From an optimization exercise on the open Yosys and OpenROAD flow, aimed at small area and a short achievable clock period; shortcuts taken in it are not production practice. In this exercise RTL edits were held to simulation tests only and were not proved equivalent to the original.

== the baseline ==
==> flow/design.v <==
module AXI4StreamMaster (
    clock,
    resetn,
    TDATA, TLAST, TID, TDEST, TVALID, TREADY,
    S_AXI_AWADDR, S_AXI_AWPROT, S_AXI_AWVALID, S_AXI_AWREADY,
    S_AXI_WDATA, S_AXI_WSTRB, S_AXI_WVALID, S_AXI_WREADY,
    S_AXI_BRESP, S_AXI_BVALID, S_AXI_BREADY,
    S_AXI_ARADDR, S_AXI_ARPROT, S_AXI_ARVALID, S_AXI_ARREADY,
    S_AXI_RDATA, S_AXI_RRESP, S_AXI_RVALID, S_AXI_RREADY
);
input  logic [4:0]  S_AXI_AWADDR;
input  logic [2:0]  S_AXI_AWPROT;
input  logic        S_AXI_AWVALID;
output logic        S_AXI_AWREADY;
input  logic [31:0] S_AXI_WDATA;
input  logic [3:0]  S_AXI_WSTRB;
input  logic        S_AXI_WVALID;
output logic        S_AXI_WREADY;
output logic [1:0]  S_AXI_BRESP;
output logic        S_AXI_BVALID;
input  logic        S_AXI_BREADY;
input  logic [4:0]  S_AXI_ARADDR;
input  logic [2:0]  S_AXI_ARPROT;
input  logic        S_AXI_ARVALID;
output logic        S_AXI_ARREADY;
output logic [31:0] S_AXI_RDATA;
output logic [1:0]  S_AXI_RRESP;
output logic        S_AXI_RVALID;
input  logic        S_AXI_RREADY;
input  logic        clock;
input  logic        resetn;
output logic [31:0] TDATA;
output logic        TLAST;
output logic [1:0]  TID;
output logic [1:0]  TDEST;
output logic        TVALID;
input  logic        TREADY;
logic [31:0] reg_control;
logic [31:0] reg_num_bytes;
logic [1:0]  dest_lo;
logic [31:2] dest_hi;
logic        ctrl_wr, dest_wr, nb_wr;
logic        wready;
logic        sel_ctrl, sel_nb, sel_dest;
logic        bvalid;
logic        rvalid;
logic [31:0] rdata;
logic        start;
logic        busy;
logic        busy_next;
logic [31:0] cnt;
wire aw_hs = S_AXI_AWVALID & ~wready;
wire w_hs  = S_AXI_WVALID & wready;
wire we_ctrl = w_hs & sel_ctrl;
wire we_nb   = w_hs & sel_nb;
wire we_dest = w_hs & sel_dest;
assign S_AXI_AWREADY = ~wready;
assign S_AXI_WREADY  = wready;
assign S_AXI_BVALID  = bvalid;
assign S_AXI_BRESP   = 2'b00;
assign S_AXI_ARREADY = ~rvalid;
assign S_AXI_RVALID  = rvalid;
assign S_AXI_RDATA   = rdata;
assign S_AXI_RRESP   = 2'b00;
always_ff @(posedge clock) begin
    if (!resetn) begin
        wready <= 1'b0;
        bvalid <= 1'b0;
        rvalid <= 1'b0;
        start  <= 1'b0;
        busy   <= 1'b0;
        ctrl_wr <= 1'b0;
        dest_wr <= 1'b0;
        nb_wr   <= 1'b0;
        dest_lo <= 2'b00;
    end else begin
        wready <= wready ? ~S_AXI_WVALID : S_AXI_AWVALID;
        bvalid <= w_hs | (bvalid & ~S_AXI_BREADY);
        rvalid <= rvalid ? ~S_AXI_RREADY : S_AXI_ARVALID;
        start  <= we_ctrl & S_AXI_WDATA[0];
        busy   <= busy_next;
        if (we_ctrl) ctrl_wr <= 1'b1;
        if (we_dest) dest_wr <= 1'b1;
        if (we_nb)   nb_wr <= 1'b1;
        if (we_dest) dest_lo <= S_AXI_WDATA[1:0];
    end
end
always_ff @(posedge clock) begin
    if (aw_hs) begin
        sel_ctrl <= (S_AXI_AWADDR == 5'h00);
        sel_nb   <= (S_AXI_AWADDR == 5'h10);
        sel_dest <= (S_AXI_AWADDR == 5'h14);
    end
    if (we_ctrl) reg_control <= S_AXI_WDATA;
    if (we_nb)   reg_num_bytes <= S_AXI_WDATA;
    if (we_dest) dest_hi <= S_AXI_WDATA[31:2];
end
wire ar_ctrl = (S_AXI_ARADDR == 5'h00) & ctrl_wr;
wire ar_stat = (S_AXI_ARADDR == 5'h04);
wire ar_nb   = (S_AXI_ARADDR == 5'h10) & nb_wr;
wire ar_dest = (S_AXI_ARADDR == 5'h14) & dest_wr;
wire [31:0] rd_val = ({32{ar_ctrl}} & reg_control)
                   | ({32{ar_nb}}   & reg_num_bytes)
                   | ({32{ar_dest}} & {dest_hi, dest_lo})
                   | {31'b0, ar_stat & busy};
always_ff @(posedge clock) begin
    if (!rvalid) rdata <= rd_val;
end
wire inc = busy & TREADY;
wire [31:0] cnt_p1 = cnt + 32'd1;
always_ff @(posedge clock) begin
    if (start)    cnt <= '0;
    else if (inc) cnt <= cnt_p1;
end
function automatic logic hi_ok(input logic [31:0] a, input logic [31:0] b, input int lo, input int hi);
    hi_ok = 1'b1;
    for (int i = lo; i <= hi; i++)
        hi_ok = hi_ok & ((a[i] ^ b[i]) == (a[i-1] & ~b[i-1]));
endfunction
function automatic logic lo_ok(input logic [31:0] a, input logic [31:0] b, input logic two);
    lo_ok = two ? ((a[0] == b[0]) & (a[1] != b[1]))
                : ((a[0] != b[0]) & ((a[1] ^ b[1]) == (a[0] & ~b[0])));
endfunction
wire [31:0] Kq = {2'b00, reg_num_bytes[31:2]};
wire [31:0] Kw = {2'b00, S_AXI_WDATA[31:2]};
wire k_is_1 = (Kq == 32'd1);
wire ones_hi = &cnt[31:2];
wire m_reg = start ? (nb_wr & k_is_1)
           : nb_wr ? (hi_ok(cnt, Kq, 2, 31) & lo_ok(cnt, Kq, inc))
           : (ones_hi & cnt[1] & (cnt[0] ^ inc));
logic tlast_a, tlast_b;
assign busy_next = start | (busy & ~(TLAST & TREADY));
always_ff @(posedge clock) begin
    tlast_a <= ~we_nb | hi_ok(cnt, Kw, 17, 31);
    tlast_b <= busy_next & (we_nb ? (hi_ok(cnt, Kw, 2, 16) & lo_ok(cnt, Kw, inc)) : m_reg);
end
assign TVALID = busy;
assign TDATA  = cnt;
assign TLAST  = tlast_a & tlast_b;
assign TDEST  = dest_lo;
assign TID    = 2'b00;
endmodule
==> flow/config.mk <==
export PLATFORM = sky130hd
export DESIGN_NAME = AXI4StreamMaster
export DESIGN_NICKNAME = AXI4StreamMaster
export VERILOG_FILES = /design/flow/design.v
export SDC_FILE = /design/flow/constraint.sdc
export NUM_CORES = 4
export LEC_CHECK = 0
export CAP_MARGIN = 20
export CORE_MARGIN = 2
export CORE_UTILIZATION = 40
export SETUP_SLACK_MARGIN = 2.5
export SLEW_MARGIN = 20
==> flow/constraint.sdc <==
create_clock -name core_clock -period 4.5 [get_ports {clock}]
set_input_delay 0.9000 -clock core_clock [delete_from_list [all_inputs] [get_ports {clock}]]
set_output_delay 0.9000 -clock core_clock [all_outputs]
set_load 0.01 [all_outputs]
standard.sh (not shown) runs the stock make flow with config.mk's settings and CLKGATE_MAP_FILE= SYNTH_SCRIPT=/design/flow/synth_recipe.tcl, a recipe that flattens the netlist after the stock synthesis.
==> flow/flow/run.sh <==
#!/bin/bash
# Standard synthesis, then the standard layout with plain buf_1 port buffers
# and the clock tree options below.
set -euo pipefail
bash standard.sh synth > synth.log 2>&1
bash standard.sh "BUFFER_PORTS_ARGS=-buffer_cell sky130_fd_sc_hd__buf_1" finish > layout.log 2>&1
Relative to the baseline, the following input files were edited for the candidate:
diff --git a/flow/flow/run.sh b/flow/flow/run.sh
--- a/flow/flow/run.sh
+++ b/flow/flow/run.sh
@@ -6 +6 @@
-bash standard.sh "BUFFER_PORTS_ARGS=-buffer_cell sky130_fd_sc_hd__buf_1" finish > layout.log 2>&1
+bash standard.sh "BUFFER_PORTS_ARGS=-buffer_cell sky130_fd_sc_hd__buf_1" "CTS_ARGS=-sink_clustering_enable -repair_clock_nets -dont_use_dummy_load -sink_clustering_size 40 -sink_clustering_max_diameter 150 -buf_list sky130_fd_sc_hd__clkbuf_16 -root_buf sky130_fd_sc_hd__clkbuf_16" finish > layout.log 2>&1
==> results.txt <==
TLAST as the end of the critical path was reported by the candidate, and tlast_b by the baseline.
The candidate vs the baseline, classification of the worst setup path: flip-flop to primary output vs input pin to flip-flop
Comparing utilization of the core after routing for the candidate and the baseline, the bigger number came from the baseline.
Compared with the baseline, in the candidate setup slack went down, average wire per standard cell went up, critical path arrival went down.
Compared to the baseline, the candidate has post-layout minimum cycle time 5.1 ps higher.

[afterwards: timing with drivers on the ports]
Ports are ideal in the flow. The routed layouts listed here were re-timed in OpenROAD.
Step 1, drivers: a clkbuf_16 drives clock and a buf_2 each remaining input, both assumed.
Step 2, shift: input delay + t, output delay - t, t = (earliest + latest rising clock arrival at the registers) / 2. This alone moves slack from input paths to output paths.
a / b / c = ideal ports / drivers / drivers and shift; a / b = the first two.
run | t (ns) | setup WS [ns] | hold WS [ns]
the baseline | 0.468 | 2.537 / 2.498 / 2.091 | 0.458 / 0.458 / 0.458
the candidate | 0.459 | 2.532 / 2.488 / 2.111 | 0.459 / 0.459 / 0.459
After both steps setup and hold are still met in every run listed. The setup slack of the baseline, which loses most, moves by -0.039 ns with the drivers and by -0.446 ns with both steps.
